Source: an optimization exercise on an open RTL-to-GDS flow (aim: small area). Production flows keep margins and buffers that such runs may drop.
In this exercise RTL edits were held to simulation tests only and were not proved equivalent to the original.

==> flow/run.sh <==
#!/bin/bash
# synth_recipe.tcl (not shown) runs the flow's synth.tcl, then flattens the netlist and writes it again
# the make line also repeats each setting of config.mk as NAME=value (left out here)
make -C /OpenROAD-flow-scripts/flow DESIGN_CONFIG=/design/flow/config.mk WORK_HOME=/design/flow/orfs CLKGATE_MAP_FILE= SYNTH_SCRIPT=/design/flow/synth_recipe.tcl finish
==> flow/config.mk <==
export PLATFORM = sky130hd
export DESIGN_NAME = cordic
export DESIGN_NICKNAME = cordic
export VERILOG_FILES = /design/flow/design.v
export SDC_FILE = /design/flow/constraint.sdc
export NUM_CORES = 4
export LEC_CHECK = 0
export CAP_MARGIN = 20
export CORE_MARGIN = 2
export CORE_UTILIZATION = 40
export CTS_BUF_LIST = sky130_fd_sc_hd__clkbuf_8
export CTS_CLUSTER_DIAMETER = 60
export CTS_CLUSTER_SIZE = 20
export SLEW_MARGIN = 20
==> flow/constraint.sdc <==
create_clock -name core_clock -period 5.5 [get_ports {clk}]
set_input_delay 1.1000 -clock core_clock [delete_from_list [all_inputs] [get_ports {clk}]]
set_output_delay 1.1000 -clock core_clock [all_outputs]
set_load 0.01 [all_outputs]
==> flow/design.v <==
module cordic(angle, out1, clk);
  input signed [31:0] angle;
  input clk;
  output [15:0] out1;
  wire [15:0] a_hi = angle[31:16];
  wire [14:0] u_c = (a_hi[15] != a_hi[14]) ? {15{~a_hi[15]}} : {~a_hi[14], a_hi[13:0]};
  wire [15:0] x_1;
  wire signed [16:0] y_2;
  reg [15:0] x_1_t; reg signed [16:0] y_2_t;
  assign x_1 = x_1_t; assign y_2 = y_2_t;
  always @* case (u_c[14:9])
    6'd0: begin x_1_t = 16'd43266; y_2_t = -17'sd33652; end
    6'd1: begin x_1_t = 16'd42234; y_2_t = -17'sd32318; end
    6'd2: begin x_1_t = 16'd41245; y_2_t = -17'sd31012; end
    6'd3: begin x_1_t = 16'd40295; y_2_t = -17'sd29738; end
    6'd4: begin x_1_t = 16'd39382; y_2_t = -17'sd28487; end
    6'd5: begin x_1_t = 16'd38510; y_2_t = -17'sd27271; end
    6'd6: begin x_1_t = 16'd37677; y_2_t = -17'sd26079; end
    6'd7: begin x_1_t = 16'd36879; y_2_t = -17'sd24915; end
    6'd8: begin x_1_t = 16'd36093; y_2_t = -17'sd23733; end
    6'd9: begin x_1_t = 16'd35367; y_2_t = -17'sd22617; end
    6'd10: begin x_1_t = 16'd34678; y_2_t = -17'sd21521; end
    6'd11: begin x_1_t = 16'd34022; y_2_t = -17'sd20449; end
    6'd12: begin x_1_t = 16'd33397; y_2_t = -17'sd19390; end
    6'd13: begin x_1_t = 16'd32807; y_2_t = -17'sd18356; end
    6'd14: begin x_1_t = 16'd32250; y_2_t = -17'sd17338; end
    6'd15: begin x_1_t = 16'd31722; y_2_t = -17'sd16340; end
    6'd16: begin x_1_t = 16'd31086; y_2_t = -17'sd15065; end
    6'd17: begin x_1_t = 16'd30630; y_2_t = -17'sd14101; end
    6'd18: begin x_1_t = 16'd30205; y_2_t = -17'sd13149; end
    6'd19: begin x_1_t = 16'd29807; y_2_t = -17'sd12213; end
    6'd20: begin x_1_t = 16'd29440; y_2_t = -17'sd11282; end
    6'd21: begin x_1_t = 16'd29100; y_2_t = -17'sd10368; end
    6'd22: begin x_1_t = 16'd28791; y_2_t = -17'sd9462; end
    6'd23: begin x_1_t = 16'd28509; y_2_t = -17'sd8568; end
    6'd24: begin x_1_t = 16'd28247; y_2_t = -17'sd7648; end
    6'd25: begin x_1_t = 16'd28021; y_2_t = -17'sd6770; end
    6'd26: begin x_1_t = 16'd27824; y_2_t = -17'sd5896; end
    6'd27: begin x_1_t = 16'd27652; y_2_t = -17'sd5030; end
    6'd28: begin x_1_t = 16'd27509; y_2_t = -17'sd4163; end
    6'd29: begin x_1_t = 16'd27391; y_2_t = -17'sd3307; end
    6'd30: begin x_1_t = 16'd27302; y_2_t = -17'sd2451; end
    6'd31: begin x_1_t = 16'd27238; y_2_t = -17'sd1599; end
    6'd32: begin x_1_t = 16'd27239; y_2_t = 17'sd1599; end
    6'd33: begin x_1_t = 16'd27301; y_2_t = 17'sd2451; end
    6'd34: begin x_1_t = 16'd27392; y_2_t = 17'sd3307; end
    6'd35: begin x_1_t = 16'd27508; y_2_t = 17'sd4163; end
    6'd36: begin x_1_t = 16'd27653; y_2_t = 17'sd5030; end
    6'd37: begin x_1_t = 16'd27823; y_2_t = 17'sd5896; end
    6'd38: begin x_1_t = 16'd28022; y_2_t = 17'sd6770; end
    6'd39: begin x_1_t = 16'd28246; y_2_t = 17'sd7648; end
    6'd40: begin x_1_t = 16'd28510; y_2_t = 17'sd8568; end
    6'd41: begin x_1_t = 16'd28790; y_2_t = 17'sd9462; end
    6'd42: begin x_1_t = 16'd29101; y_2_t = 17'sd10368; end
    6'd43: begin x_1_t = 16'd29439; y_2_t = 17'sd11282; end
    6'd44: begin x_1_t = 16'd29808; y_2_t = 17'sd12213; end
    6'd45: begin x_1_t = 16'd30204; y_2_t = 17'sd13149; end
    6'd46: begin x_1_t = 16'd30631; y_2_t = 17'sd14101; end
    6'd47: begin x_1_t = 16'd31085; y_2_t = 17'sd15065; end
    6'd48: begin x_1_t = 16'd31723; y_2_t = 17'sd16340; end
    6'd49: begin x_1_t = 16'd32249; y_2_t = 17'sd17338; end
    6'd50: begin x_1_t = 16'd32808; y_2_t = 17'sd18356; end
    6'd51: begin x_1_t = 16'd33396; y_2_t = 17'sd19390; end
    6'd52: begin x_1_t = 16'd34023; y_2_t = 17'sd20449; end
    6'd53: begin x_1_t = 16'd34677; y_2_t = 17'sd21521; end
    6'd54: begin x_1_t = 16'd35368; y_2_t = 17'sd22617; end
    6'd55: begin x_1_t = 16'd36092; y_2_t = 17'sd23733; end
    6'd56: begin x_1_t = 16'd36880; y_2_t = 17'sd24915; end
    6'd57: begin x_1_t = 16'd37676; y_2_t = 17'sd26079; end
    6'd58: begin x_1_t = 16'd38511; y_2_t = 17'sd27271; end
    6'd59: begin x_1_t = 16'd39381; y_2_t = 17'sd28487; end
    6'd60: begin x_1_t = 16'd40296; y_2_t = 17'sd29738; end
    6'd61: begin x_1_t = 16'd41244; y_2_t = 17'sd31012; end
    6'd62: begin x_1_t = 16'd42235; y_2_t = 17'sd32318; end
    6'd63: begin x_1_t = 16'd43265; y_2_t = 17'sd33652; end
    default: begin x_1_t = 16'd0; y_2_t = 17'sd0; end
  endcase
  wire [14:0] xk_3 = x_1[14:0];
  wire [15:0] yk_4 = y_2[15:0];
  wire [0:0] sg_5 = u_c[14];
  wire [8:0] u_6 = u_c[8:0];
  reg [8:0] u_r0;
  always @(posedge clk) u_r0 <= u_6;
  reg [14:0] x_r0;
  always @(posedge clk) x_r0 <= xk_3;
  reg [15:0] y_r0;
  always @(posedge clk) y_r0 <= yk_4;
  reg [0:0] sg_r0;
  always @(posedge clk) sg_r0 <= sg_5;
  wire [15:0] xf_7 = {~x_r0[14], x_r0};
  wire [16:0] yf_8 = {~sg_r0, y_r0};
  wire [14:0] x_9;
  wire [15:0] y_10;
  cordic_addsub_x #(15, 10, 1) a_x_9 (.a(x_r0), .b(yf_8[16:7]), .sub(~u_r0[8]), .s(x_9));
  cordic_addsub_x #(16, 9, 0) a_y_10 (.a(y_r0), .b(xf_7[15:7]), .sub(~u_r0[8]), .s(y_10));
  wire [7:0] u_11 = u_r0[7:0];
  reg [7:0] u_r1;
  always @(posedge clk) u_r1 <= u_11;
  reg [14:0] x_r1;
  always @(posedge clk) x_r1 <= x_9;
  reg [15:0] y_r1;
  always @(posedge clk) y_r1 <= y_10;
  reg [0:0] sg_r1;
  always @(posedge clk) sg_r1 <= sg_r0;
  wire [15:0] xf_12 = {~x_r1[14], x_r1};
  wire [16:0] yf_13 = {~sg_r1, y_r1};
  wire [14:0] x_14;
  wire [15:0] y_15;
  cordic_addsub_x #(15, 9, 1) a_x_14 (.a(x_r1), .b(yf_13[16:8]), .sub(~u_r1[7]), .s(x_14));
  cordic_addsub_x #(16, 8, 0) a_y_15 (.a(y_r1), .b(xf_12[15:8]), .sub(~u_r1[7]), .s(y_15));
  wire [6:0] u_16 = u_r1[6:0];
  reg [6:0] u_r2;
  always @(posedge clk) u_r2 <= u_16;
  reg [14:0] x_r2;
  always @(posedge clk) x_r2 <= x_14;
  reg [15:0] y_r2;
  always @(posedge clk) y_r2 <= y_15;
  reg [0:0] sg_r2;
  always @(posedge clk) sg_r2 <= sg_r1;
  wire [15:0] xf_17 = {~x_r2[14], x_r2};
  wire [16:0] yf_18 = {~sg_r2, y_r2};
  wire [14:0] x_19;
  wire [15:0] y_20;
  cordic_addsub_x #(15, 8, 1) a_x_19 (.a(x_r2), .b(yf_18[16:9]), .sub(~u_r2[6]), .s(x_19));
  cordic_addsub_x #(16, 7, 0) a_y_20 (.a(y_r2), .b(xf_17[15:9]), .sub(~u_r2[6]), .s(y_20));
  wire [5:0] u_21 = u_r2[5:0];
  reg [5:0] u_r3;
  always @(posedge clk) u_r3 <= u_21;
  reg [14:0] x_r3;
  always @(posedge clk) x_r3 <= x_19;
  reg [15:0] y_r3;
  always @(posedge clk) y_r3 <= y_20;
  reg [0:0] sg_r3;
  always @(posedge clk) sg_r3 <= sg_r2;
  wire [15:0] xf_22 = {~x_r3[14], x_r3};
  wire [16:0] yf_23 = {~sg_r3, y_r3};
  wire [14:0] x_24;
  wire [15:0] y_25;
  cordic_addsub_x #(15, 7, 1) a_x_24 (.a(x_r3), .b(yf_23[16:10]), .sub(~u_r3[5]), .s(x_24));
  cordic_addsub_x #(16, 6, 0) a_y_25 (.a(y_r3), .b(xf_22[15:10]), .sub(~u_r3[5]), .s(y_25));
  wire [4:0] u_26 = u_r3[4:0];
  reg [4:0] u_r4;
  always @(posedge clk) u_r4 <= u_26;
  reg [14:0] x_r4;
  always @(posedge clk) x_r4 <= x_24;
  reg [15:0] y_r4;
  always @(posedge clk) y_r4 <= y_25;
  reg [0:0] sg_r4;
  always @(posedge clk) sg_r4 <= sg_r3;
  wire [15:0] xf_27 = {~x_r4[14], x_r4};
  wire [16:0] yf_28 = {~sg_r4, y_r4};
  wire [14:0] x_29;
  wire [15:0] y_30;
  cordic_addsub_x #(15, 6, 1) a_x_29 (.a(x_r4), .b(yf_28[16:11]), .sub(~u_r4[4]), .s(x_29));
  cordic_addsub_x #(16, 5, 0) a_y_30 (.a(y_r4), .b(xf_27[15:11]), .sub(~u_r4[4]), .s(y_30));
  wire [3:0] u_31 = u_r4[3:0];
  reg [3:0] u_r5;
  always @(posedge clk) u_r5 <= u_31;
  reg [14:0] x_r5;
  always @(posedge clk) x_r5 <= x_29;
  reg [15:0] y_r5;
  always @(posedge clk) y_r5 <= y_30;
  reg [0:0] sg_r5;
  always @(posedge clk) sg_r5 <= sg_r4;
  wire [15:0] xf_32 = {~x_r5[14], x_r5};
  wire [16:0] yf_33 = {~sg_r5, y_r5};
  wire [14:0] x_34;
  wire [15:0] y_35;
  cordic_addsub_x #(15, 5, 1) a_x_34 (.a(x_r5), .b(yf_33[16:12]), .sub(~u_r5[3]), .s(x_34));
  cordic_addsub_x #(16, 4, 0) a_y_35 (.a(y_r5), .b(xf_32[15:12]), .sub(~u_r5[3]), .s(y_35));
  wire [2:0] u_36 = u_r5[2:0];
  reg [2:0] u_r6;
  always @(posedge clk) u_r6 <= u_36;
  reg [14:0] x_r6;
  always @(posedge clk) x_r6 <= x_34;
  reg [15:0] y_r6;
  always @(posedge clk) y_r6 <= y_35;
  reg [0:0] sg_r6;
  always @(posedge clk) sg_r6 <= sg_r5;
  wire [15:0] xf_37 = {~x_r6[14], x_r6};
  wire [16:0] yf_38 = {~sg_r6, y_r6};
  wire [14:0] x_39;
  wire [15:0] y_40;
  cordic_addsub_x #(15, 4, 1) a_x_39 (.a(x_r6), .b(yf_38[16:13]), .sub(~u_r6[2]), .s(x_39));
  cordic_addsub_x #(16, 3, 0) a_y_40 (.a(y_r6), .b(xf_37[15:13]), .sub(~u_r6[2]), .s(y_40));
  wire [1:0] u_41 = u_r6[1:0];
  reg [1:0] u_r7;
  always @(posedge clk) u_r7 <= u_41;
  reg [14:0] x_r7;
  always @(posedge clk) x_r7 <= x_39;
  reg [15:0] y_r7;
  always @(posedge clk) y_r7 <= y_40;
  reg [0:0] sg_r7;
  always @(posedge clk) sg_r7 <= sg_r6;
  wire [15:0] xf_42 = {~x_r7[14], x_r7};
  wire [16:0] yf_43 = {~sg_r7, y_r7};
  wire [14:0] x_44;
  wire [15:0] y_45;
  cordic_addsub_x #(15, 3, 1) a_x_44 (.a(x_r7), .b(yf_43[16:14]), .sub(~u_r7[1]), .s(x_44));
  cordic_addsub_x #(16, 2, 0) a_y_45 (.a(y_r7), .b(xf_42[15:14]), .sub(~u_r7[1]), .s(y_45));
  wire [0:0] u_46 = u_r7[0:0];
  wire [15:0] xf_47 = {~x_44[14], x_44};
  wire [16:0] yf_48 = {~sg_r7, y_45};
  wire [14:0] x_49;
  wire [15:0] y_50;
  cordic_addsub_x #(15, 2, 1) a_x_49 (.a(x_44), .b(yf_48[16:15]), .sub(~u_46[0]), .s(x_49));
  cordic_addsub_x #(16, 1, 0) a_y_50 (.a(y_45), .b(xf_47[15:15]), .sub(~u_46[0]), .s(y_50));
  reg [14:0] x_r8;
  always @(posedge clk) x_r8 <= x_49;
  reg [15:0] y_r8;
  always @(posedge clk) y_r8 <= y_50;
  reg [0:0] sg_r8;
  always @(posedge clk) sg_r8 <= sg_r7;
  wire [0:0] sb_51 = sg_r8;
  wire [15:0] xf_52 = {~x_r8[14], x_r8};
  wire [15:0] op_53 = xf_52[15:0] ^ {16{sb_51}};
  wire [12:0] ql_54;
  wire [0:0] c_55;
  cordic_add #(13) a_ql_54 (.a(y_r8[12:0]), .b(op_53[12:0]), .ci(sb_51), .s(ql_54), .co(c_55));
  wire [2:0] qh_56 = y_r8[15:13];
  wire [0:0] oh_57 = sb_51;
  reg [14:0] x_r9;
  always @(posedge clk) x_r9 <= x_r8;
  reg [2:0] qh_r9;
  always @(posedge clk) qh_r9 <= qh_56;
  reg [0:0] oh_r9;
  always @(posedge clk) oh_r9 <= oh_57;
  reg [12:0] ql_r9;
  always @(posedge clk) ql_r9 <= ql_54;
  reg [0:0] cc_r9;
  always @(posedge clk) cc_r9 <= c_55;
  wire [15:0] xf_58 = {~x_r9[14], x_r9};
  wire [15:0] op_59 = xf_58[15:0] ^ {16{oh_r9}};
  wire [2:0] qh_60;
  cordic_add #(3) a_qh_60 (.a(qh_r9), .b(op_59[15:13]), .ci(cc_r9), .s(qh_60), .co());
  wire [15:0] q_61 = {qh_60, ql_r9};
  wire [13:0] x_62 = x_r9[14:1];
  wire [0:0] sb_63 = ~q_61[15];
  wire [14:0] xf_64 = {~x_62[13], x_62};
  wire [14:0] op_65 = xf_64[14:0] ^ {15{sb_63}};
  wire [9:0] ql_66;
  wire [0:0] c_67;
  cordic_add #(10) a_ql_66 (.a(q_61[9:0]), .b(op_65[9:0]), .ci(sb_63), .s(ql_66), .co(c_67));
  wire [4:0] qh_68 = q_61[14:10];
  wire [0:0] oh_69 = sb_63;
  reg [13:0] x_r10;
  always @(posedge clk) x_r10 <= x_62;
  reg [0:0] bits_r10;
  always @(posedge clk) bits_r10 <= sb_63;
  reg [4:0] qh_r10;
  always @(posedge clk) qh_r10 <= qh_68;
  reg [0:0] oh_r10;
  always @(posedge clk) oh_r10 <= oh_69;
  reg [9:0] ql_r10;
  always @(posedge clk) ql_r10 <= ql_66;
  reg [0:0] cc_r10;
  always @(posedge clk) cc_r10 <= c_67;
  wire [14:0] xf_70 = {~x_r10[13], x_r10};
  wire [14:0] op_71 = xf_70[14:0] ^ {15{oh_r10}};
  wire [4:0] qh_72;
  cordic_add #(5) a_qh_72 (.a(qh_r10), .b(op_71[14:10]), .ci(cc_r10), .s(qh_72), .co());
  wire [14:0] q_73 = {qh_72, ql_r10};
  wire [12:0] x_74 = x_r10[13:1];
  wire [0:0] sb_75 = ~q_73[14];
  wire [1:0] bits_76 = {bits_r10, sb_75};
  wire [13:0] xf_77 = {~x_74[12], x_74};
  wire [13:0] op_78 = xf_77[13:0] ^ {14{sb_75}};
  wire [7:0] ql_79;
  wire [0:0] c_80;
  cordic_add #(8) a_ql_79 (.a(q_73[7:0]), .b(op_78[7:0]), .ci(sb_75), .s(ql_79), .co(c_80));
  wire [5:0] qh_81 = q_73[13:8];
  wire [0:0] oh_82 = sb_75;
  reg [12:0] x_r11;
  always @(posedge clk) x_r11 <= x_74;
  reg [1:0] bits_r11;
  always @(posedge clk) bits_r11 <= bits_76;
  reg [5:0] qh_r11;
  always @(posedge clk) qh_r11 <= qh_81;
  reg [0:0] oh_r11;
  always @(posedge clk) oh_r11 <= oh_82;
  reg [7:0] ql_r11;
  always @(posedge clk) ql_r11 <= ql_79;
  reg [0:0] cc_r11;
  always @(posedge clk) cc_r11 <= c_80;
  wire [13:0] xf_83 = {~x_r11[12], x_r11};
  wire [13:0] op_84 = xf_83[13:0] ^ {14{oh_r11}};
  wire [5:0] qh_85;
  cordic_add #(6) a_qh_85 (.a(qh_r11), .b(op_84[13:8]), .ci(cc_r11), .s(qh_85), .co());
  wire [13:0] q_86 = {qh_85, ql_r11};
  wire [11:0] x_87 = x_r11[12:1];
  wire [0:0] sb_88 = ~q_86[13];
  wire [2:0] bits_89 = {bits_r11, sb_88};
  wire [12:0] xf_90 = {~x_87[11], x_87};
  wire [13:0] op_91 = {1'b0, xf_90[12:0]} ^ {14{sb_88}};
  wire [6:0] ql_92;
  wire [0:0] c_93;
  cordic_add #(7) a_ql_92 (.a(q_86[6:0]), .b(op_91[6:0]), .ci(sb_88), .s(ql_92), .co(c_93));
  wire [6:0] qh_94 = q_86[13:7];
  wire [0:0] oh_95 = sb_88;
  reg [11:0] x_r12;
  always @(posedge clk) x_r12 <= x_87;
  reg [2:0] bits_r12;
  always @(posedge clk) bits_r12 <= bits_89;
  reg [6:0] qh_r12;
  always @(posedge clk) qh_r12 <= qh_94;
  reg [0:0] oh_r12;
  always @(posedge clk) oh_r12 <= oh_95;
  reg [6:0] ql_r12;
  always @(posedge clk) ql_r12 <= ql_92;
  reg [0:0] cc_r12;
  always @(posedge clk) cc_r12 <= c_93;
  wire [12:0] xf_96 = {~x_r12[11], x_r12};
  wire [13:0] op_97 = {1'b0, xf_96[12:0]} ^ {14{oh_r12}};
  wire [6:0] qh_98;
  cordic_add #(7) a_qh_98 (.a(qh_r12), .b(op_97[13:7]), .ci(cc_r12), .s(qh_98), .co());
  wire [13:0] q_99 = {qh_98, ql_r12};
  wire [10:0] x_100 = x_r12[11:1];
  wire [0:0] sb_101 = ~q_99[13];
  wire [3:0] bits_102 = {bits_r12, sb_101};
  wire [11:0] xf_103 = {~x_100[10], x_100};
  wire [12:0] op_104 = {1'b0, xf_103[11:0]} ^ {13{sb_101}};
  wire [5:0] ql_105;
  wire [0:0] c_106;
  cordic_add #(6) a_ql_105 (.a(q_99[5:0]), .b(op_104[5:0]), .ci(sb_101), .s(ql_105), .co(c_106));
  wire [6:0] qh_107 = q_99[12:6];
  wire [0:0] oh_108 = sb_101;
  reg [10:0] x_r13;
  always @(posedge clk) x_r13 <= x_100;
  reg [3:0] bits_r13;
  always @(posedge clk) bits_r13 <= bits_102;
  reg [6:0] qh_r13;
  always @(posedge clk) qh_r13 <= qh_107;
  reg [0:0] oh_r13;
  always @(posedge clk) oh_r13 <= oh_108;
  reg [5:0] ql_r13;
  always @(posedge clk) ql_r13 <= ql_105;
  reg [0:0] cc_r13;
  always @(posedge clk) cc_r13 <= c_106;
  wire [11:0] xf_109 = {~x_r13[10], x_r13};
  wire [12:0] op_110 = {1'b0, xf_109[11:0]} ^ {13{oh_r13}};
  wire [6:0] qh_111;
  cordic_add #(7) a_qh_111 (.a(qh_r13), .b(op_110[12:6]), .ci(cc_r13), .s(qh_111), .co());
  wire [12:0] q_112 = {qh_111, ql_r13};
  wire [9:0] x_113 = x_r13[10:1];
  wire [0:0] sb_114 = ~q_112[12];
  wire [4:0] bits_115 = {bits_r13, sb_114};
  wire [10:0] xf_116 = {~x_113[9], x_113};
  wire [11:0] op_117 = {1'b0, xf_116[10:0]} ^ {12{sb_114}};
  wire [5:0] ql_118;
  wire [0:0] c_119;
  cordic_add #(6) a_ql_118 (.a(q_112[5:0]), .b(op_117[5:0]), .ci(sb_114), .s(ql_118), .co(c_119));
  wire [5:0] qh_120 = q_112[11:6];
  wire [0:0] oh_121 = sb_114;
  reg [9:0] x_r14;
  always @(posedge clk) x_r14 <= x_113;
  reg [4:0] bits_r14;
  always @(posedge clk) bits_r14 <= bits_115;
  reg [5:0] qh_r14;
  always @(posedge clk) qh_r14 <= qh_120;
  reg [0:0] oh_r14;
  always @(posedge clk) oh_r14 <= oh_121;
  reg [5:0] ql_r14;
  always @(posedge clk) ql_r14 <= ql_118;
  reg [0:0] cc_r14;
  always @(posedge clk) cc_r14 <= c_119;
  wire [10:0] xf_122 = {~x_r14[9], x_r14};
  wire [11:0] op_123 = {1'b0, xf_122[10:0]} ^ {12{oh_r14}};
  wire [5:0] qh_124;
  cordic_add #(6) a_qh_124 (.a(qh_r14), .b(op_123[11:6]), .ci(cc_r14), .s(qh_124), .co());
  wire [11:0] q_125 = {qh_124, ql_r14};
  wire [8:0] x_126 = x_r14[9:1];
  wire [0:0] sb_127 = ~q_125[11];
  wire [5:0] bits_128 = {bits_r14, sb_127};
  wire [9:0] xf_129 = {~x_126[8], x_126};
  wire [10:0] op_130 = {1'b0, xf_129[9:0]} ^ {11{sb_127}};
  wire [6:0] ql_131;
  wire [0:0] c_132;
  cordic_add #(7) a_ql_131 (.a(q_125[6:0]), .b(op_130[6:0]), .ci(sb_127), .s(ql_131), .co(c_132));
  wire [3:0] qh_133 = q_125[10:7];
  wire [0:0] oh_134 = sb_127;
  reg [8:0] x_r15;
  always @(posedge clk) x_r15 <= x_126;
  reg [5:0] bits_r15;
  always @(posedge clk) bits_r15 <= bits_128;
  reg [3:0] qh_r15;
  always @(posedge clk) qh_r15 <= qh_133;
  reg [0:0] oh_r15;
  always @(posedge clk) oh_r15 <= oh_134;
  reg [6:0] ql_r15;
  always @(posedge clk) ql_r15 <= ql_131;
  reg [0:0] cc_r15;
  always @(posedge clk) cc_r15 <= c_132;
  wire [9:0] xf_135 = {~x_r15[8], x_r15};
  wire [10:0] op_136 = {1'b0, xf_135[9:0]} ^ {11{oh_r15}};
  wire [3:0] qh_137;
  cordic_add #(4) a_qh_137 (.a(qh_r15), .b(op_136[10:7]), .ci(cc_r15), .s(qh_137), .co());
  wire [10:0] q_138 = {qh_137, ql_r15};
  wire [7:0] x_139 = x_r15[8:1];
  wire [0:0] sb_140 = ~q_138[10];
  wire [6:0] bits_141 = {bits_r15, sb_140};
  wire [8:0] xf_142 = {~x_139[7], x_139};
  wire [9:0] op_143 = {1'b0, xf_142[8:0]} ^ {10{sb_140}};
  wire [9:0] ql_144;
  wire [0:0] c_145;
  cordic_add #(10) a_ql_144 (.a(q_138[9:0]), .b(op_143[9:0]), .ci(sb_140), .s(ql_144), .co(c_145));
  wire [6:0] x_146 = x_139[7:1];
  reg [6:0] x_r16;
  always @(posedge clk) x_r16 <= x_146;
  reg [6:0] bits_r16;
  always @(posedge clk) bits_r16 <= bits_141;
  reg [9:0] q_r16;
  always @(posedge clk) q_r16 <= ql_144;
  wire [0:0] sb_147 = ~q_r16[9];
  wire [7:0] bits_148 = {bits_r16, sb_147};
  wire [7:0] xf_149 = {~x_r16[6], x_r16};
  wire [8:0] op_150 = {1'b0, xf_149[7:0]} ^ {9{sb_147}};
  wire [8:0] ql_151;
  wire [0:0] c_152;
  cordic_add #(9) a_ql_151 (.a(q_r16[8:0]), .b(op_150[8:0]), .ci(sb_147), .s(ql_151), .co(c_152));
  wire [5:0] x_153 = x_r16[6:1];
  wire [0:0] sb_154 = ~ql_151[8];
  wire [8:0] bits_155 = {bits_148, sb_154};
  wire [6:0] xf_156 = {~x_153[5], x_153};
  wire [7:0] op_157 = {1'b0, xf_156[6:0]} ^ {8{sb_154}};
  wire [3:0] ql_158;
  wire [0:0] c_159;
  cordic_add #(4) a_ql_158 (.a(ql_151[3:0]), .b(op_157[3:0]), .ci(sb_154), .s(ql_158), .co(c_159));
  wire [3:0] qh_160 = ql_151[7:4];
  wire [0:0] oh_161 = sb_154;
  reg [5:0] x_r17;
  always @(posedge clk) x_r17 <= x_153;
  reg [8:0] bits_r17;
  always @(posedge clk) bits_r17 <= bits_155;
  reg [3:0] qh_r17;
  always @(posedge clk) qh_r17 <= qh_160;
  reg [0:0] oh_r17;
  always @(posedge clk) oh_r17 <= oh_161;
  reg [3:0] ql_r17;
  always @(posedge clk) ql_r17 <= ql_158;
  reg [0:0] cc_r17;
  always @(posedge clk) cc_r17 <= c_159;
  wire [6:0] xf_162 = {~x_r17[5], x_r17};
  wire [7:0] op_163 = {1'b0, xf_162[6:0]} ^ {8{oh_r17}};
  wire [3:0] qh_164;
  cordic_add #(4) a_qh_164 (.a(qh_r17), .b(op_163[7:4]), .ci(cc_r17), .s(qh_164), .co());
  wire [7:0] q_165 = {qh_164, ql_r17};
  wire [4:0] x_166 = x_r17[5:1];
  wire [0:0] sb_167 = ~q_165[7];
  wire [9:0] bits_168 = {bits_r17, sb_167};
  wire [5:0] xf_169 = {~x_166[4], x_166};
  wire [6:0] op_170 = {1'b0, xf_169[5:0]} ^ {7{sb_167}};
  wire [6:0] ql_171;
  wire [0:0] c_172;
  cordic_add #(7) a_ql_171 (.a(q_165[6:0]), .b(op_170[6:0]), .ci(sb_167), .s(ql_171), .co(c_172));
  wire [3:0] x_173 = x_166[4:1];
  reg [3:0] x_r18;
  always @(posedge clk) x_r18 <= x_173;
  reg [9:0] bits_r18;
  always @(posedge clk) bits_r18 <= bits_168;
  reg [6:0] q_r18;
  always @(posedge clk) q_r18 <= ql_171;
  wire [0:0] sb_174 = ~q_r18[6];
  wire [10:0] bits_175 = {bits_r18, sb_174};
  wire [4:0] xf_176 = {~x_r18[3], x_r18};
  wire [5:0] op_177 = {1'b0, xf_176[4:0]} ^ {6{sb_174}};
  wire [5:0] ql_178;
  wire [0:0] c_179;
  cordic_add #(6) a_ql_178 (.a(q_r18[5:0]), .b(op_177[5:0]), .ci(sb_174), .s(ql_178), .co(c_179));
  wire [2:0] x_180 = x_r18[3:1];
  wire [0:0] sb_181 = ~ql_178[5];
  wire [11:0] bits_182 = {bits_175, sb_181};
  wire [3:0] xf_183 = {~x_180[2], x_180};
  wire [4:0] op_184 = {1'b0, xf_183[3:0]} ^ {5{sb_181}};
  wire [4:0] ql_185;
  wire [0:0] c_186;
  cordic_add #(5) a_ql_185 (.a(ql_178[4:0]), .b(op_184[4:0]), .ci(sb_181), .s(ql_185), .co(c_186));
  wire [0:0] sb_187 = ~ql_185[4];
  wire [12:0] bits_188 = {bits_182, sb_187};
  reg [12:0] bits_r19;
  always @(posedge clk) bits_r19 <= bits_188;
  reg [12:0] bits_r20;
  always @(posedge clk) bits_r20 <= bits_r19;
  reg [12:0] bits_r21;
  always @(posedge clk) bits_r21 <= bits_r20;
  reg [12:0] bits_r22;
  always @(posedge clk) bits_r22 <= bits_r21;
  reg [12:0] bits_r23;
  always @(posedge clk) bits_r23 <= bits_r22;
  reg [12:0] bits_r24;
  always @(posedge clk) bits_r24 <= bits_r23;
  reg [12:0] bits_r25;
  always @(posedge clk) bits_r25 <= bits_r24;
  reg [12:0] bits_r26;
  always @(posedge clk) bits_r26 <= bits_r25;
  reg [12:0] bits_r27;
  always @(posedge clk) bits_r27 <= bits_r26;
  reg [12:0] bits_r28;
  always @(posedge clk) bits_r28 <= bits_r27;
  reg [12:0] bits_r29;
  always @(posedge clk) bits_r29 <= bits_r28;
  assign out1 = {bits_r29, 3'b100};
endmodule
module cordic_add #(parameter W = 8) (a, b, ci, s, co);
  input [W-1:0] a;
  input [W-1:0] b;
  input ci;
  output [W-1:0] s;
  output co;
  wire [W:0] c;
  assign c[0] = ci;
  genvar i;
  generate
    for (i = 0; i < W; i = i + 1) begin : bit_
      assign s[i] = a[i] ^ b[i] ^ c[i];
      assign c[i+1] = (a[i] & b[i]) | (c[i] & (a[i] ^ b[i]));
    end
  endgenerate
  assign co = c[W];
endmodule
module cordic_addsub_x #(parameter W = 16, parameter N = 8, parameter SX = 1) (a, b, sub, s);
  input [W-1:0] a;
  input [N-1:0] b;
  input sub;
  output [W-1:0] s;
  wire [N:0] c;
  wire [N-1:0] bx = b ^ {N{sub}};
  assign c[0] = sub;
  genvar i;
  generate
    for (i = 0; i < N; i = i + 1) begin : lo_
      wire [N-1:0] b = bx;
      assign s[i] = a[i] ^ b[i] ^ c[i];
      assign c[i+1] = (a[i] & b[i]) | (c[i] & (a[i] ^ b[i]));
    end
    if (W > N) begin : hi_
      wire e = (SX ? b[N-1] : 1'b0) ^ sub;
      wire inc = ~e & c[N];
      wire dec = e & ~c[N];
      wire [W:N] p1;
      wire [W:N] p0;
      assign p1[N] = 1'b1;
      assign p0[N] = 1'b1;
      for (i = N; i < W; i = i + 1) begin : hb_
        assign p1[i+1] = p1[i] & a[i];
        assign p0[i+1] = p0[i] & ~a[i];
        assign s[i] = a[i] ^ ((inc & p1[i]) | (dec & p0[i]));
      end
    end
  endgenerate
endmodule
==> flow_summary.toml, run 1 <==
[yosys]
ys_seq_elements = 744
synthArstFlopShare = 0
ys_warn_count = 1
ys_seq_area_frac = 0.493
avgSynthCellArea_um2 = 10.7
synth-main-ff-cell = "dfxtp_1"
synth_edf_count = 0
syn_inst = 2814
synth_area_um2 = 30200
synth_cell_type_count = 76

[cts]
cts_made_buffers = 50
htree_levels = 2
cts_tree = "yes"
cts-root-buf = "clkbuf_8"
cts_sinks = 744
clk-insertion-delay-late_ns = 0.69
clkTransAtPathRegs_ns = 0.12
clockBufferDepth = 3

[place]
portBuffers = 29
pre_cts_slack_ns = -0.251
dpl.hpwl_um = 44000
gp_congestion = 0.864

[final_layout]
nets = 3155
drive_above_1_share = 0.101
final_common_cell = "dfxtp_1"
final_cell_mix = "dfxtp_1, inv_1, xnor2_1"
syn_to_final_growth_pct = 10.7

[min_path]
min_path_type = "flop to flop"
worstHoldStart = "bits_r15[5]"

[critical_path]
arrival_ns = 5.85
path_buf_inv = 1
worstPathRequired_ns = 6.06
crit_chain = "xnor2_1 -> fa_2 -> fa_2 -> fa_1 -> fa_1 -> fa_2 -> fa_2 -> fa_2 -> fa_2 -> fa_2 -> fa_1 -> inv_1 -> fa_1 -> fa_1"
cp-end-kind = "flop"
crit_slowest_cell = "fa_1"
path_max_fanout = 3
critPathTopFamily = "adder cells"
critPathMaxStageDelay_ns = 0.44
path_common_cell = "fa_2"
crit_path_start = "sg_r8"
r2r-start = "sg_r8"
critPathLaunchType = "flop"
criticalPathCategory = "flop to flop"

[routing]
vias = 17994
drc = 0
wire_per_inst_um = 15.1
via_per_inst = 4.65
drt_iter0_drc = 905
ant_nets = 0
drtPass1Iterations = 7
drt_wl_total_um = 58500

[floorplanning]
fp.dieW_um = 279
die_area_um2 = 77700
ios = 49
num_rows = 100
initial_core_util = 0.405
die_h_um = 279
coreArea_um2 = 74600

[timing]
worst_pin_slew_ns = 0.720
drv_slew = 0
slew_headroom = 0.520
setup_viol = 0
final.period_utilization = 0.962
final_hold_viol_count = 0
setup-tns-final_ns = 0
timing.fmax_mhz = 189
min_period_ns = 5.29
fin_ws_ns = 0.212
clock_skew_ns = 0.0635

[global_route]
grt.overflow.total = 0
track_usage = 0.153
grt_pass1_wl_um = 95400
grt_max_degree = 44
grt_pass1_vias = 18839
antenna_found_initial = 0

[status]
status = "no timing/DRC/antenna violations"

[run]
cap_violations = 0
==> sequential cells by signal (all words and copies together), names as in the netlist, 14 cells and up <==
register  count
y_r0         16
y_r1         16
y_r2         16
y_r3         16
y_r4         16
y_r5         16
y_r6         16
y_r7         16
y_r8         16
x_r0         15
x_r1         15
x_r2         15
x_r3         15
x_r4         15
x_r5         15
x_r6         15
x_r7         15
x_r8         15
x_r9         14
==> kinds of logic after synthesis <==
logic type,count (synthesis),synth area share
AO/OA/AOI/OAI,341,0.0710
XOR/XNOR,425,0.124
adder cells (fa/ha/maj),247,0.150
buffers and inverters,531,0.0666
flip-flops,744,0.493
multiplexers,46,0.0155
other,2,0.000249
AND/OR/NAND/NOR,478,0.0793
==> metrics by stage <==
step           cell area [um^2]  hold slack, ns   util  cells
3_5_place_dp              32100           0.312  0.431   3783
4_1_cts                   33300           0.304  0.446   3862
6_report                  33400           0.306  0.448   3868
3_3_place_gp              32100           0.310  0.431   3783
5_1_grt                   33400           0.310  0.448   3866
2_1_floorplan             30500           0.310      -   2815
==> layout make-up <==
| cell class | count | area, um^2 |
|---|---|---|
| repair buffers | 119 | 1000 |
| clock inverters | 20 | 277 |
| inverters | 420 | 1580 |
| fillers | 6955 | 41100 |
| multi-input cells | 1540 | 13700 |
| diodes | 2 | 5.00 |
| flip-flops and latches | 744 | 14900 |
| well taps | 969 | 1210 |
| clock buffers | 54 | 743 |
==> path summary, 6_finish.rpt <==
path	cells after the start	slack, ns	end
worst max-delay path	14	0.21	ql_r9[12]
worst min-delay path	0	0.31	bits_r16[6]
worst max register to register	14	0.21	ql_r9[12]
worst min register to register	0	0.31	bits_r16[6]
==> metal layers <==
layer	vias up	share of wire	routed length [um]	track usage
met4	0	0.031	1810	0.0529
met1	8569	0.42	24500	0.182
li1	8944	-	-	-
met5	-	0	0	0
met2	368	0.51	29700	0.278
met3	113	0.042	2490	0.0238
==> cell usage after synthesis (11+ instances only) <==
master    number  area, um^2
nand3_1       38         190
ha_1          55         688
dfxtp_1      744       14900
inv_1        419        1570
fa_1         192        3840
a21oi_1      100         500
a31oi_1       26         163
mux2i_1       41         410
or4_1         14         105
nor4_1        12        75.1
nor3_1        35         175
o31ai_1       11        82.6
nand2_1      118         443
o22ai_1       13        81.3
nand4_1       21         131
clkbuf_1      93         349
buf_1         11        41.3
and3_1        12        75.1
o21a_1        11        82.6
nand2b_1      34         213
o21ai_0       87         435
o211ai_1      16         120
xor2_1       187        1640
nor2_1       125         469
nor2b_1       18         113
xnor2_1      235        2060
==> repair_timing <==
action | CTS | global route
hold buffers | 0 | 0
resized for setup | 17 | 44
setup endpoints to repair | 9 | 17
pin swaps | 8 | 37
buffers inserted | 5 | 5
==> run 2: changes to the inputs <==
--- a/flow/config.mk
+++ b/flow/config.mk
@@ -7,8 +7,8 @@
 export LEC_CHECK = 0
 export CAP_MARGIN = 20
 export CORE_MARGIN = 2
-export CORE_UTILIZATION = 40
+export CORE_UTILIZATION = 55
 export CTS_BUF_LIST = sky130_fd_sc_hd__clkbuf_8
-export CTS_CLUSTER_DIAMETER = 60
-export CTS_CLUSTER_SIZE = 20
+export CTS_CLUSTER_DIAMETER = 50
+export CTS_CLUSTER_SIZE = 16
 export SLEW_MARGIN = 20
==> run 2 against run 1 <==
Effect of this change:
- still clean on timing, DRC and antenna
- critical path depth unchanged
==> flow_summary.toml, run 2 <==
[critical_path]
critPathLaunchType = "flop"
criticalPathCategory = "flop to flop"
worstPathRequired_ns = 6.04
arrival_ns = 5.83
r2r-start = "sg_r8"
reg2regPathDepth = 14
reg2reg_slack_ns = 0.21
cp-end-kind = "flop"
r2r_end = "ql_r9[12]"
path_max_fanout = 3

[timing]
clock_skew_ns = 0.0417
holdWs_ns = 0.288
slew_headroom = 0.364
final.period_utilization = 0.962
fin_ws_ns = 0.209
worst_pin_slew_ns = 0.953
timing.fmax_mhz = 189
grt_setup_unrepaired = "false"
drv_slew = 0
setup_viol = 0
final_hold_viol_count = 0
min_period_ns = 5.29
setup-tns-final_ns = 0

[yosys]
syn_inst = 2814
synth.top_cell.area_share = 0.493
avgSynthCellArea_um2 = 10.7
ys_top_cells_by_area = "dfxtp_1, fa_1, xnor2_1, xor2_1, inv_1"
ys_seq_elements = 744
synth_commonest_cells = "dfxtp_1, inv_1, xnor2_1, fa_1, xor2_1"
ys_seq_area_frac = 0.493
synthArstFlopShare = 0
ys_warn_count = 1
yosysMostFrequentCell = "dfxtp_1"
synth_edf_count = 0
synth-main-ff-cell = "dfxtp_1"
synth_area_leader_cell = "dfxtp_1"
synth_area_um2 = 30200
synth_cell_type_count = 76

[place]
dp_cells = 3509
place_area_um2 = 31800
gp_congestion = 0.902
pre_cts_slack_ns = -0.172
portBuffers = 29
dpl.hpwl_um = 43200

[final_layout]
final_util = 0.619
nets = 3168
final_common_cell = "dfxtp_1"
drive_above_1_share = 0.107
final_area_um2 = 33400
nFillCells = 4363
syn_to_final_growth_pct = 10.8
multi_input_area_um2 = 13700
instances_no_fill = 3623
final-seq-area_um2 = 14900
final_cell_mix = "dfxtp_1, inv_1, xnor2_1"

[floorplanning]
fp.dieW_um = 238
initial_core_util = 0.559
ios = 49
num_rows = 85
coreArea_um2 = 54000
die_area_um2 = 56800
die_h_um = 238

[global_route]
grt.overflow.total = 0
grt_max_degree = 42
track_usage = 0.208
antenna_found_initial = 3
grt_pass1_vias = 18410
grt_pass1_wl_um = 93100

[routing]
drc = 0
drt_wl_total_um = 57400
drt_iter0_drc = 709
wire_per_inst_um = 15.8
ant_nets = 0
vias = 18077
drtPass1Iterations = 5
via_per_inst = 4.99

[run]
cap_violations = 0

[min_path]
min_path_type = "flop to flop"
worstHoldStart = "y_r8[14]"
holdPathStages = 0
min_to = "qh_r9[1]"

[cts]
htree_levels = 3
cts-root-buf = "clkbuf_8"
clockBufferDepth = 3
cts_sinks = 744
clkTransAtPathRegs_ns = 0.09
holdBufCountCts = 0
clk-insertion-delay-late_ns = 0.67
cts_made_buffers = 67
cts_tree = "yes"

[status]
status = "no timing/DRC/antenna violations"
run 2: cell counts after synthesis:
Identical to the previous run, type by type.
run 2: kinds of logic after synthesis:
logic type / share of synthesized area
muxes: 0.0155
other: 0.000249
xor gates and xnor gates: 0.124
buffers and inverters: 0.0666
AOI/OAI and AO/OA: 0.0710
and+or+nand+nor: 0.0793
DFF: 0.493
adders and majority gates: 0.150
run 2: cell type report:
| type | instances | area share |
|---|---|---|
| well taps | 696 | 0.0260 |
| multi-input cells | 1540 | 0.411 |
| inverters | 420 | 0.0471 |
| flip-flops and latches | 744 | 0.446 |
| clock buffers | 73 | 0.0300 |
| clock inverters | 34 | 0.0118 |
| diodes | 1 | 0.0000748 |
| repair buffers | 115 | 0.0287 |
run 2: repair_timing:
action | CTS | global route
resized for setup | 11 | 46
endpoints found under the setup margin | 6 | 13
buffers inserted | 2 | 4
pin swaps | 7 | 30
endpoints found under the hold margin | 0 | 0
run 2: worst max-delay path, cell delays in order, from the launching register on:
cell and delay (ns):
dfxtp_1 0.34, xnor2_1 0.15, fa_2 0.40, fa_2 0.37, fa_2 0.37, fa_1 0.42, fa_1 0.43, fa_2 0.39
fa_2 0.37, fa_2 0.37, fa_1 0.42, fa_1 0.41, inv_1 0.10, fa_2 0.21, fa_1 0.41
run 2: routing by layer:
| metal | part of all wire | track usage |
|---|---|---|
| met1 | 0.43 | 0.259 |
| met2 | 0.49 | 0.357 |
| met3 | 0.046 | 0.0420 |
| met4 | 0.035 | 0.0809 |
| met5 | 0 | 0 |
run 2: worst max-delay path by stage:
stage           endpoint  slack [ns]        start
4_1_cts        ql_r14[5]      0.0001  bits_r13[0]
3_5_place_dp   ql_r10[9]       -0.17     x_r9[13]
3_3_place_gp   ql_r10[9]       -0.05     x_r9[13]
5_1_grt         q_r16[9]       0.005     x_r15[7]
6_report       ql_r9[12]        0.21        sg_r8
2_1_floorplan  ql_r9[12]       -0.13        sg_r8
==> run 3: changes to the inputs <==
--- a/flow/config.mk
+++ b/flow/config.mk
@@ -7,8 +7,8 @@
 export LEC_CHECK = 0
 export CAP_MARGIN = 20
 export CORE_MARGIN = 2
-export CORE_UTILIZATION = 55
+export CORE_UTILIZATION = 40
 export CTS_BUF_LIST = sky130_fd_sc_hd__clkbuf_8
-export CTS_CLUSTER_DIAMETER = 50
-export CTS_CLUSTER_SIZE = 16
+export CTS_CLUSTER_DIAMETER = 45
+export CTS_CLUSTER_SIZE = 18
 export SLEW_MARGIN = 20
==> run 3 against run 2 <==
Effect of this change:
- worst hold slack worse by 0.00094 ns
- area after synthesis stayed put
- final area is 2.3% higher
- sequential share of layout area is 0.99 points lower
- flip-flop and latch count stayed put
- routed wire length is 3.2% higher
- setup slack worse by 0.022 ns
- largest cell class unchanged
- global-route usage is 5.3 points lower
==> flow_summary.toml, run 3 <==
[critical_path]
endpoint = "q_r16[9]"
reg2regPathDepth = 18
path_max_fanout = 3
cp-end-kind = "flop"
worstPathRequired_ns = 6.12
reg2reg_slack_ns = 0.19
r2r-start = "bits_r15[0]"
critPathLaunchType = "flop"
arrival_ns = 5.93
r2r_end = "q_r16[9]"
criticalPathCategory = "flop to flop"
crit_path_start = "bits_r15[0]"

[final_layout]
final_common_cell = "dfxtp_1"
nFillCells = 6889
final_cell_mix = "dfxtp_1, inv_1, xnor2_1"
final-seq-area_um2 = 14900
final_area_um2 = 34200
multi_input_area_um2 = 13700
syn_to_final_growth_pct = 13.3
drive_above_1_share = 0.120
nets = 3187

[min_path]
min_path_type = "flop to flop"

[global_route]
antenna_found_initial = 0
grt_pass1_wl_um = 96900
track_usage = 0.155
grt_max_degree = 44
grt_pass1_vias = 19186
grt.overflow.total = 0

[routing]
via_per_inst = 4.64
drc = 0
ant_nets = 0
drtPass1Iterations = 5
drt_wl_total_um = 59200
drt_iter0_drc = 923
wire_per_inst_um = 15.0
vias = 18273

[yosys]
synthArstFlopShare = 0
ys_top_cells_by_area = "dfxtp_1, fa_1, xnor2_1, xor2_1, inv_1"
yosysMostFrequentCell = "dfxtp_1"
ys_warn_count = 1
synth_commonest_cells = "dfxtp_1, inv_1, xnor2_1, fa_1, xor2_1"
synth_cell_type_count = 76
synth_area_um2 = 30200
ys_seq_elements = 744
synth_edf_count = 0
ys_seq_area_frac = 0.493
syn_inst = 2814
synth.top_cell.area_share = 0.493
avgSynthCellArea_um2 = 10.7
synth_area_leader_cell = "dfxtp_1"
synth-main-ff-cell = "dfxtp_1"

[floorplanning]
coreArea_um2 = 74600
initial_core_util = 0.405
ios = 49
die_h_um = 279
fp.dieW_um = 279
num_rows = 100
die_area_um2 = 77700

[timing]
clock_skew_ns = 0.0582
min_period_ns = 5.31
final_hold_viol_count = 0
holdWs_ns = 0.287
drv_slew = 0
slew_headroom = 0.519
final.period_utilization = 0.966
timing.fmax_mhz = 188
worst_pin_slew_ns = 0.720
setup_viol = 0

[cts]
cts_sinks = 744
clk-insertion-delay-late_ns = 0.70
cts-root-buf = "clkbuf_8"
htree_levels = 3
cts_tree = "yes"
clkTransAtPathRegs_ns = 0.10
cts_made_buffers = 81
clockBufferDepth = 3
holdBufCountCts = 0

[place]
dpl.hpwl_um = 44000
place_area_um2 = 32100
gp_congestion = 0.864
portBuffers = 29

[status]
status = "no timing/DRC/antenna violations"

[run]
cap_violations = 0
run 3: changes by cell type in the layout (fill, tap and decap cells not counted), moves of 4 or more:
cell / previous run / this run
buf_4: 84 / 88
clkbuf_8: 73 / 88
clkinv_2: 3 / 7
clkinv_4: 2 / 9
clkinvlp_4: 3 / 9
inv_8: 4 / 11
run 3: kinds of logic after synthesis:
logic type / count (synthesis) / synth area share
compound gates: 341 / 0.0710
xor+xnor: 425 / 0.124
fa+ha+maj: 247 / 0.150
buf+inv: 531 / 0.0666
flops: 744 / 0.493
mux: 46 / 0.0155
other cells: 2 / 0.000249
simple gates: 478 / 0.0793
run 3: how the worst min path moves through the flow:
stage                   end  depth (start not counted)          from  slack, ns
2_1_floorplan   bits_r12[2]                          0   bits_r11[1]       0.31
3_3_place_gp    bits_r20[6]                          0   bits_r19[6]       0.31
3_5_place_dp    bits_r21[2]                          0   bits_r20[2]       0.31
4_1_cts         bits_r22[6]                          0   bits_r21[6]       0.27
5_1_grt        bits_r20[12]                          0  bits_r19[12]       0.28
6_report       bits_r20[12]                          0  bits_r19[12]       0.29
run 3: per-layer routing:
layer,global-route usage,up-vias,routed length (um),part of all wire
met4,0.0600,0,1950,0.033
met1,0.183,8670,24500,0.41
met5,0,-,0,0
met3,0.0292,134,2600,0.044
li1,-,9071,-,-
met2,0.279,398,30100,0.51
run 3: final cells by class:
type                    count  share of cell area
flip-flops and latches    744               0.436
clock buffers              88              0.0354
inverters                 420              0.0461
multi-input cells        1540               0.400
well taps                 969              0.0354
repair buffers            120              0.0296
diodes                      2            0.000146
clock inverters            59              0.0174
run 3: critical path, cell delays in order (launching register included):
cell     delay (ns)
dfxtp_2        0.34
xor2_1         0.19
fa_2           0.37
fa_2           0.41
fa_2           0.44
xor2_4         0.19
xnor2_4        0.27
mux2i_4        0.11
fa_2           0.37
fa_2           0.35
fa_2           0.36
fa_2           0.35
fa_2           0.36
fa_2           0.36
inv_2          0.06
fa_2           0.20
fa_2           0.23
xnor2_2        0.12
xnor2_1        0.14
run 3: repair_timing:
item	CTS	global route
gates resized for setup	16	40
endpoints found under the setup margin	7	17
pin swaps	5	35
endpoints found under the hold margin	0	0
setup buffers	5	5
run 3: through the flow:
stage | utilization | instances | TNS, ns | setup WS [ns]
6_report | 0.459 | 3942 | 0 | 0.186
3_3_place_gp | 0.431 | 3783 | -0.385 | -0.199
4_1_cts | 0.457 | 3935 | 0 | 0.00472
5_1_grt | 0.459 | 3940 | -0.0535 | -0.0287
2_1_floorplan | - | 2815 | -0.132 | -0.132
3_5_place_dp | 0.431 | 3783 | -0.658 | -0.251
==> run 4: changes to the inputs <==
--- a/flow/config.mk
+++ b/flow/config.mk
@@ -8,7 +8,7 @@
 export CAP_MARGIN = 20
 export CORE_MARGIN = 2
 export CORE_UTILIZATION = 40
-export CTS_BUF_LIST = sky130_fd_sc_hd__clkbuf_8
-export CTS_CLUSTER_DIAMETER = 45
-export CTS_CLUSTER_SIZE = 18
+export CTS_BUF_LIST = sky130_fd_sc_hd__clkbuf_4 sky130_fd_sc_hd__clkbuf_8
+export CTS_CLUSTER_DIAMETER = 40
+export CTS_CLUSTER_SIZE = 12
 export SLEW_MARGIN = 20
==> run 4 against run 3 <==
Effect of this change:
- still clean
- synthesized cell count unchanged
- final area increased by 0.96%
- largest cell class unchanged
==> flow_summary.toml, run 4 <==
[status]
status = "no timing/DRC/antenna violations"

[run]
cap_violations = 0

[routing]
wl_met2_um = 29900
met1Wirelength_um = 24600
via_per_inst = 4.64
drtPass1Iterations = 5
drc = 0
drt_wl_total_um = 59200
wire_per_inst_um = 15.0
vias = 18365
ant_nets = 0
top_layer_used = "met4"
route.met3.wl_um = 2570
drt_iter0_drc = 1094

[critical_path]
criticalPathCategory = "flop to flop"
crit_slowest_cell = "fa_1"
path_max_fanout = 4
critPathLaunchType = "flop"
path_buf_inv = 4
critPathTopFamily = "adder cells"
crit_chain = "xnor2_2 -> fa_2 -> fa_2 -> fa_2 -> fa_2 -> fa_1 -> inv_1 -> fa_2 -> xor2_4 -> xnor2_4 -> xnor2_2 -> fa_2 -> fa_1 -> inv_1 -> fa_1 -> inv_1 -> fa_1 -> inv_1 -> fa_1"
path_common_cell = "fa_2"
arrival_ns = 5.88
worstPathRequired_ns = 6.09
critPathMaxStageDelay_ns = 0.42
cp-end-kind = "flop"

[cts]
cts_tree = "yes"
clk-insertion-delay-late_ns = 0.70
cts_made_buffers = 95
cts-root-buf = "clkbuf_8"
cts_sinks = 744
htree_levels = 3
holdBufCountCts = 0
clockBufferDepth = 3
clkTransAtPathRegs_ns = 0.08

[timing]
timing.fmax_mhz = 189
setup_viol = 0
final_hold_viol_count = 0
clock_skew_ns = 0.0453
fin_ws_ns = 0.204
worst_pin_slew_ns = 0.699
slew_headroom = 0.534
final.period_utilization = 0.963
drv_slew = 0
holdWs_ns = 0.317
min_period_ns = 5.30

[min_path]
min_path_type = "flop to flop"

[final_layout]
syn_to_final_growth_pct = 14.4
final_common_cell = "dfxtp_1"
final_util = 0.463
final_area_um2 = 34500
nFillCells = 6875
drive_above_1_share = 0.126
nets = 3201
final_cell_mix = "dfxtp_1, inv_1, xnor2_1"

[yosys]
ys_top_cells_by_area = "dfxtp_1, fa_1, xnor2_1, xor2_1, inv_1"
ys_seq_area_frac = 0.493
synth-main-ff-cell = "dfxtp_1"
synth_edf_count = 0
synth_commonest_cells = "dfxtp_1, inv_1, xnor2_1, fa_1, xor2_1"
synth_cell_type_count = 76
synth.top_cell.area_share = 0.493
ys_warn_count = 1
synth_area_leader_cell = "dfxtp_1"
yosysMostFrequentCell = "dfxtp_1"
synthArstFlopShare = 0
avgSynthCellArea_um2 = 10.7
ys_seq_elements = 744
syn_inst = 2814
synth_area_um2 = 30200

[global_route]
track_usage = 0.155
grt_max_degree = 44
grt_pass1_vias = 19336
grt.overflow.total = 0
antenna_found_initial = 1
grt_pass1_wl_um = 96700

[place]
pre_cts_slack_ns = -0.251
portBuffers = 29
dpl.hpwl_um = 44000
gp_congestion = 0.864
place_area_um2 = 32100

[floorplanning]
num_rows = 100
coreArea_um2 = 74600
initial_core_util = 0.405
die_area_um2 = 77700
die_h_um = 279
fp.dieW_um = 279
ios = 49
==> run 4: path summary, 6_finish.rpt <==
path | start | endpoint | slack, ns | cells past startpoint
setup / recovery | bits_r13[0] | ql_r14[5] | 0.20 | 19
setup reg to reg | bits_r13[0] | ql_r14[5] | 0.20 | 19
hold / removal | u_r1[2] | u_r2[2] | 0.32 | 0
hold reg to reg | u_r1[2] | u_r2[2] | 0.32 | 0
==> run 4: metal layers <==
metal | GRT usage | vias up
li1 | - | 9093
met2 | 0.279 | 431
met4 | 0.0640 | 0
met3 | 0.0284 | 152
met1 | 0.181 | 8689
met5 | 0 | -
==> run 4: area by class of cell <==
cell class              instances  area [um^2]  area share
diodes                          2         5.00    0.000145
flip-flops and latches        744        14900       0.431
clock inverters                47          583      0.0169
well taps                     969         1210      0.0351
multi-input cells            1540        13700       0.397
repair buffers                120         1010      0.0293
inverters                     420         1580      0.0456
clock buffers                 116         1550      0.0450
==> run 4: timing repair <==
item / CTS / global route
hold endpoints to repair: 0 / 0
gates resized for setup: 15 / 40
endpoints found under the setup margin: 8 / 20
setup buffers: 5 / 5
pin swaps: 5 / 31
==> run 4: kinds of logic (layout without fill, tap and decap cells) <==
group	after synthesis	in the layout	synth area share
compound gates	341	341	0.0710
xor+xnor	425	425	0.124
fa+ha+maj	247	247	0.150
buf+inv	531	703	0.0666
flops	744	744	0.493
mux	46	46	0.0155
other cells	2	5	0.000249
simple gates	478	478	0.0793
==> run 4: per-stage QoR <==
stage                     TNS (ns)  std cells
after floorplan             -0.132       2815
after global placement      -0.385       3783
after detailed placement    -0.658       3783
after CTS                        0       3951
after global routing       -0.0904       3957
final                            0       3958
==> run 5: changes to the inputs <==
--- a/flow/config.mk
+++ b/flow/config.mk
@@ -8,7 +8,7 @@
 export CAP_MARGIN = 20
 export CORE_MARGIN = 2
 export CORE_UTILIZATION = 40
-export CTS_BUF_LIST = sky130_fd_sc_hd__clkbuf_4 sky130_fd_sc_hd__clkbuf_8
-export CTS_CLUSTER_DIAMETER = 40
-export CTS_CLUSTER_SIZE = 12
+export CTS_BUF_LIST = sky130_fd_sc_hd__clkbuf_8 sky130_fd_sc_hd__clkbuf_16
+export CTS_CLUSTER_DIAMETER = 80
+export CTS_CLUSTER_SIZE = 24
 export SLEW_MARGIN = 20
==> run 5 against run 4 <==
Effect of this change:
- still clean on timing, DRC and antenna
- via count down 1.9%
- synthesized cell count is the same
- worst hold slack got worse by 0.013 ns
- non-clock buffer count shrank 1
- largest cell class unchanged
==> flow_summary.toml, run 5 <==
[status]
status = "no timing/DRC/antenna violations"

[timing]
timing.fmax_mhz = 189
final.period_utilization = 0.964
holdWs_ns = 0.303
drv_slew = 0
setup_viol = 0
slew_headroom = 0.547
min_period_ns = 5.30
final_hold_viol_count = 0
clock_skew_ns = 0.0239
worst_pin_slew_ns = 0.679

[final_layout]
drive_above_1_share = 0.0905
syn_to_final_growth_pct = 10.9
nets = 3143
nFillCells = 6961
final_cell_mix = "dfxtp_1, inv_1, xnor2_1"
final_area_um2 = 33500
final_common_cell = "dfxtp_1"

[min_path]
worstHoldStart = "bits_r15[5]"
holdPathStages = 0
min_path_type = "flop to flop"
min_to = "bits_r16[6]"

[cts]
cts-root-buf = "clkbuf_16"
clk-insertion-delay-late_ns = 0.58
cts_sinks = 744
clkTransAtPathRegs_ns = 0.09
htree_levels = 2
cts_made_buffers = 38
cts_tree = "yes"
clockBufferDepth = 3

[yosys]
synth-main-ff-cell = "dfxtp_1"
synth_area_leader_cell = "dfxtp_1"
synth_commonest_cells = "dfxtp_1, inv_1, xnor2_1, fa_1, xor2_1"
synth_edf_count = 0
ys_seq_elements = 744
synth_area_um2 = 30200
yosysMostFrequentCell = "dfxtp_1"
syn_inst = 2814
synth_cell_type_count = 76
ys_warn_count = 1
synthArstFlopShare = 0
ys_seq_area_frac = 0.493
ys_top_cells_by_area = "dfxtp_1, fa_1, xnor2_1, xor2_1, inv_1"
synth.top_cell.area_share = 0.493
avgSynthCellArea_um2 = 10.7

[global_route]
met3_usage = 0.0216
grt_pass1_vias = 18790
grt_use_met2 = 0.278
busiest_layer = "met2"
grt_max_degree = 44
grt_pass1_wl_um = 95200
grt.overflow.total = 0
gr-usage-met1 = 0.182
antenna_found_initial = 0
track_usage = 0.152

[routing]
via_per_inst = 4.69
drc = 0
wire_per_inst_um = 15.2
vias = 18008
drtPass1Iterations = 5
drt_wl_total_um = 58400
ant_nets = 0
drt_iter0_drc = 1022

[critical_path]
path_common_cell = "fa_2"
reg2reg_slack_ns = 0.20
r2r-start = "bits_r15[0]"
r2r_end = "q_r16[9]"
critPathTopFamily = "adder cells"
critPathMaxStageDelay_ns = 0.43
worstPathRequired_ns = 6.01
critPathLaunchType = "flop"
path_buf_inv = 1
criticalPathCategory = "flop to flop"
arrival_ns = 5.81
reg2regPathDepth = 18
path_max_fanout = 3
crit_slowest_cell = "fa_2"
cp-end-kind = "flop"
crit_chain = "xor2_1 -> fa_2 -> fa_2 -> fa_2 -> xor2_4 -> xnor2_4 -> xnor2_2 -> fa_2 -> fa_2 -> fa_2 -> fa_2 -> fa_2 -> fa_1 -> inv_1 -> fa_1 -> fa_1 -> xnor2_1 -> xnor2_1"

[floorplanning]
initial_core_util = 0.405
num_rows = 100
ios = 49
die_h_um = 279
die_area_um2 = 77700
coreArea_um2 = 74600
fp.dieW_um = 279

[place]
portBuffers = 29
gp_congestion = 0.864
place_area_um2 = 32100
dpl.hpwl_um = 44000

[run]
cap_violations = 0
run 5: changes by cell type in the layout (fill, tap and decap cells not counted), moves of 6 or more:
cell,change
clkbuf_8,-109
clkbuf_4,-7
clkinv_2,-6
clkinvlp_4,-9
clkbuf_16,+39
bufinv_16,-7
run 5: what timing repair did:
action / in CTS / in global routing
buffers inserted: 5 / 4
setup endpoints to repair: 8 / 18
pin swaps: 7 / 30
hold buffers: 0 / 0
resized for setup: 17 / 36
run 5: worst max-delay path by stage:
stage                startpoint        end  slack [ns]  cells after the start
detailed placement     x_r9[13]  ql_r10[9]       -0.25                     19
global route           y_r7[14]   y_r8[15]       -0.05                     19
global placement       x_r9[13]  ql_r10[9]       -0.20                     19
finish              bits_r15[0]   q_r16[9]        0.20                     18
CTS                   x_r10[10]  ql_r11[7]       0.002                     19
floorplan                 sg_r8  ql_r9[12]       -0.13                     16
run 5: metal layers:
| metal | vias up | part of all wire | wire, um |
|---|---|---|---|
| met3 | 109 | 0.038 | 2240 |
| met5 | - | 0 | 0 |
| met4 | 0 | 0.032 | 1860 |
| met2 | 358 | 0.51 | 29900 |
| met1 | 8612 | 0.42 | 24400 |
| li1 | 8929 | - | - |
run 5: cell type report:
class	instances	area, um^2	share of cell area
clock inverters	11	119	0.00355
multi-input cells	1540	13700	0.409
repair buffers	119	1000	0.0300
flip-flops and latches	744	14900	0.445
well taps	969	1210	0.0362
inverters	420	1580	0.0471
diodes	1	2.50	0.0000748
clock buffers	39	976	0.0292
run 5: through the flow:
stage          setup TNS [ns]  utilization  setup slack [ns]  cells
5_1_grt               -0.0749        0.449           -0.0466   3842
2_1_floorplan          -0.132            -            -0.132   2815
3_3_place_gp           -0.385        0.431            -0.199   3783
6_report                    0        0.449             0.198   3843
3_5_place_dp           -0.658        0.431            -0.251   3783
4_1_cts                     0        0.447           0.00218   3838
run 5: kinds of logic (layout without fill, tap and decap cells):
logic type	Yosys count	in the layout	share of synthesized area
AOI/OAI and AO/OA	341	341	0.0710
DFF	744	744	0.493
xor gates and xnor gates	425	425	0.124
other	2	4	0.000249
adders and majority gates	247	247	0.150
muxes	46	46	0.0155
and+or+nand+nor	478	478	0.0793
buffers and inverters	531	589	0.0666

-- what the ideal ports hide --
No port has a modelled driver above. Below, the same layouts with a new extraction and two added sets of constraints. Step 1 (the two cells are an assumption about what drives the block):
set clk [get_ports {clk}]
set_driving_cell -lib_cell sky130_fd_sc_hd__clkbuf_16 $clk
set_driving_cell -lib_cell sky130_fd_sc_hd__buf_2 [delete_from_list [all_inputs] $clk]
Step 2 moves the port delays by t, midway between the first and last clock arrival at a register: inputs arrive t later, outputs are due t later. That takes back most of the time a late clock gives input paths. Slacks: ideal ports / drivers / drivers and shift; pairs: ideal ports / drivers.
| run | shift t [ns] | setup WS [ns] | worst register clock-pin slew, ns |
|---|---|---|---|
| run 1 | 0.719 | 0.212 / 0.212 / 0.212 | 0.12 / 0.12 |
| run 2 | 0.706 | 0.209 / 0.209 / 0.209 | 0.10 / 0.10 |
| run 3 | 0.734 | 0.186 / 0.186 / 0.186 | 0.10 / 0.10 |
| run 4 | 0.736 | 0.204 / 0.204 / 0.204 | 0.08 / 0.08 |
| run 5 | 0.630 | 0.198 / 0.198 / 0.198 | 0.10 / 0.10 |
After both steps setup and hold are still met in every run listed.
